Source: an optimization exercise on an open RTL-to-GDS flow (aim: small area and a short achievable clock period). Production flows keep margins and buffers that such runs may drop. At most, simulation tests tie the RTL to the original design; equivalence was not proved. No activity file was given, so power comes from the tool's default toggle rates.

## simple_debug
module simple_debug(
   input wire [15:0] data_i,
   output wire [15:0] data_o,
   input wire [24:0] addr_i,
   input wire read_i,
   input wire write_i,
   input wire [1:0] cs_i,
   input wire clk_i,
   input wire reset_i,
   input wire irq_i,
   output wire irq_o,
   output wire [4:0] leds_o
);
==> module SdAnd3, before the edit <==
module SdAnd3(input wire a, b, c, output wire y);
   assign y = a & b & c;
endmodule
==> module SimpleRamDecode, before the edit <==
module SimpleRamDecode(
   input wire cs0_i,
   input wire [24:0] addr_i,
   input wire write_i,             
   input wire reset_i,             
   output wire inwin_o,
   output wire [31:0] wsel_o,
   output wire [31:0] rsel_n_o
);
   wire [4:0] g;
   SdNor4 g0(.a(cs0_i), .b(addr_i[24]), .c(addr_i[23]), .d(addr_i[22]), .y(g[0]));
   SdNor4 g1(.a(addr_i[21]), .b(addr_i[20]), .c(addr_i[19]), .d(addr_i[18]), .y(g[1]));
   SdNor4 g2(.a(addr_i[17]), .b(addr_i[16]), .c(addr_i[15]), .d(addr_i[14]), .y(g[2]));
   SdNor4 g3(.a(addr_i[12]), .b(addr_i[11]), .c(addr_i[10]), .d(addr_i[9]), .y(g[3]));
   SdNor3 g4(.a(addr_i[8]), .b(addr_i[7]), .c(addr_i[6]), .y(g[4]));
   wire h1, h2;
   SdNand3 h1g(.a(g[0]), .b(g[1]), .c(g[2]), .y(h1));
   SdNand3 h2g(.a(g[3]), .b(g[4]), .c(addr_i[13]), .y(h2));
   SdNor2 inw(.a(h1), .b(h2), .y(inwin_o));
   wire reset_n, wr, wr_n;         
   SdInv rinv(.a(reset_i), .y(reset_n));
   SdNor2 wrg(.a(reset_n), .b(write_i), .y(wr));
   SdInv wrinv(.a(wr), .y(wr_n));
   wire [5:1] an;
   genvar i;
   generate
      for (i = 1; i <= 5; i = i + 1) begin : ainv
         SdInv inv(.a(addr_i[i]), .y(an[i]));
      end
   endgenerate
   wire [7:0] d3n, pb, rb;
   generate
      for (i = 0; i < 8; i = i + 1) begin : pre3
         SdNand3 n(.a(i & 4 ? addr_i[5] : an[5]), .b(i & 2 ? addr_i[4] : an[4]),
                   .c(i & 1 ? addr_i[3] : an[3]), .y(d3n[i]));
         SdNor2 w(.a(wr_n), .b(d3n[i]), .y(pb[i]));
         SdInv r(.a(d3n[i]), .y(rb[i]));
      end
   endgenerate
   wire [3:0] pa;
   generate
      for (i = 0; i < 4; i = i + 1) begin : pre2
         SdNor2 w(.a(i & 2 ? an[2] : addr_i[2]), .b(i & 1 ? an[1] : addr_i[1]), .y(pa[i]));
      end
   endgenerate
   generate
      for (i = 0; i < 32; i = i + 1) begin : sel
         SdAnd3 w(.a(pa[i & 3]), .b(pb[i >> 2]), .c(inwin_o), .y(wsel_o[i]));
         SdNand2 r(.a(pa[i & 3]), .b(rb[i >> 2]), .y(rsel_n_o[i]));
      end
   endgenerate
endmodule
export LEC_CHECK = 0
export CAP_MARGIN = 20
export CORE_MARGIN = 2
export CORE_UTILIZATION = 40
export CTS_CLUSTER_DIAMETER = 100
export CTS_CLUSTER_SIZE = 24
export PLACE_DENSITY = 0.68
export SETUP_SLACK_MARGIN = 1.2
export SLEW_MARGIN = 20
export SYNTH_HIERARCHICAL = 1
create_clock -name core_clock -period 3.0 [get_ports {clk_i}]
standard.sh (not shown) runs the stock make flow with config.mk's settings and CLKGATE_MAP_FILE= SYNTH_SCRIPT=/design/flow/synth_recipe.tcl, a recipe that flattens the netlist after the stock synthesis.
==> flow/flow/run.sh <==
#!/bin/bash
# The standard layout, with the port buffers inserted as buf_2 cells
# instead of the default delay-cell buffers. The whole make output goes to
# standard.log; each ORFS step also writes its own log under orfs/logs.
set -euo pipefail
bash standard.sh "BUFFER_PORTS_ARGS=-buffer_cell sky130_fd_sc_hd__buf_2" finish > standard.log 2>&1
The baseline passed the timing, design-rule and antenna checks.
Change:
--- a/flow/design.v
+++ b/flow/design.v
@@ -16,14 +16,14 @@
 module SdNor2(input wire a, b, output wire y);
    assign y = ~(a | b);
 endmodule
 module SdNand3(input wire a, b, c, output wire y);
    assign y = ~(a & b & c);
 endmodule
-module SdAnd3(input wire a, b, c, output wire y);
-   assign y = a & b & c;
+module SdAnd2(input wire a, b, output wire y);
+   assign y = a & b;
 endmodule
 module SdInv(input wire a, output wire y);
    assign y = ~a;
 endmodule
 module SimpleRamDecode(
    input wire cs0_i,
@@ -55,28 +55,30 @@
          SdInv inv(.a(addr_i[i]), .y(an[i]));
       end
    endgenerate
    wire [7:0] d3n, pb, rb;
    generate
       for (i = 0; i < 8; i = i + 1) begin : pre3
+         SdNor3 r(.a(i & 4 ? an[5] : addr_i[5]), .b(i & 2 ? an[4] : addr_i[4]),
+                  .c(i & 1 ? an[3] : addr_i[3]), .y(rb[i]));
          SdNand3 n(.a(i & 4 ? addr_i[5] : an[5]), .b(i & 2 ? addr_i[4] : an[4]),
                    .c(i & 1 ? addr_i[3] : an[3]), .y(d3n[i]));
-         SdNor2 w(.a(wr_n), .b(d3n[i]), .y(pb[i]));
-         SdInv r(.a(d3n[i]), .y(rb[i]));
-      end
-   endgenerate
-   wire [3:0] pa;
+         SdNor3 w(.a(wr_n), .b(d3n[i]), .c(h1), .y(pb[i]));
+      end
+   endgenerate
+   wire [3:0] pa, ra;
    generate
       for (i = 0; i < 4; i = i + 1) begin : pre2
-         SdNor2 w(.a(i & 2 ? an[2] : addr_i[2]), .b(i & 1 ? an[1] : addr_i[1]), .y(pa[i]));
+         SdNor3 w(.a(i & 2 ? an[2] : addr_i[2]), .b(i & 1 ? an[1] : addr_i[1]), .c(h2), .y(pa[i]));
+         SdNor2 r(.a(i & 2 ? an[2] : addr_i[2]), .b(i & 1 ? an[1] : addr_i[1]), .y(ra[i]));
       end
    endgenerate
    generate
       for (i = 0; i < 32; i = i + 1) begin : sel
-         SdAnd3 w(.a(pa[i & 3]), .b(pb[i >> 2]), .c(inwin_o), .y(wsel_o[i]));
-         SdNand2 r(.a(pa[i & 3]), .b(rb[i >> 2]), .y(rsel_n_o[i]));
+         SdAnd2 w(.a(pa[i & 3]), .b(pb[i >> 2]), .y(wsel_o[i]));
+         SdNand2 r(.a(ra[i & 3]), .b(rb[i >> 2]), .y(rsel_n_o[i]));
       end
    endgenerate
 endmodule
 module SimpleRam(
    input wire clk_i,
    input wire [31:0] wsel_i,       
Effect: The new run passed the timing, design-rule and antenna checks; maximum frequency is lower by about 5%; die area grows by 0.67%; global-route usage shrinks by 0.12 points; sequential share of layout area is lower by 2.8 points; design area climbs by about 4%; hold slack got worse by 0.026 ns; total power goes up by about 1%; via count climbs by 1.9%.
Function not checked in the second run of this note: the RTL went through the layout flow alone.

static timing again, ports no longer ideal:
In the flow no input, the clock included, has a driving cell. The finished layouts below were timed again as built, in two steps.
Step 1 (the two cells are an assumption about what drives the block):
set clk [get_ports {clk_i}]
set_driving_cell -lib_cell sky130_fd_sc_hd__clkbuf_16 $clk
set_driving_cell -lib_cell sky130_fd_sc_hd__buf_2 [delete_from_list [all_inputs] $clk]
Step 2 moves the port delays by t, midway between the first and last clock arrival at a register: inputs arrive t later, outputs are due t later. That takes back most of the time a late clock gives input paths.
Slacks: ideal / step 1 / step 2; pairs: ideal / step 1.
| run | t, ns | setup slack, ns | pins driven straight from the clock port |
|---|---|---|---|
| the first run | 0.635 | 1.185 / 1.181 / 0.568 | 1 |
| the second run | 0.631 | 1.088 / 1.097 / 0.466 | 1 |
After both steps setup and hold are still met in every run listed. The setup slack of the second run, which loses most, moves by +0.009 ns with the drivers and by -0.622 ns with both steps.
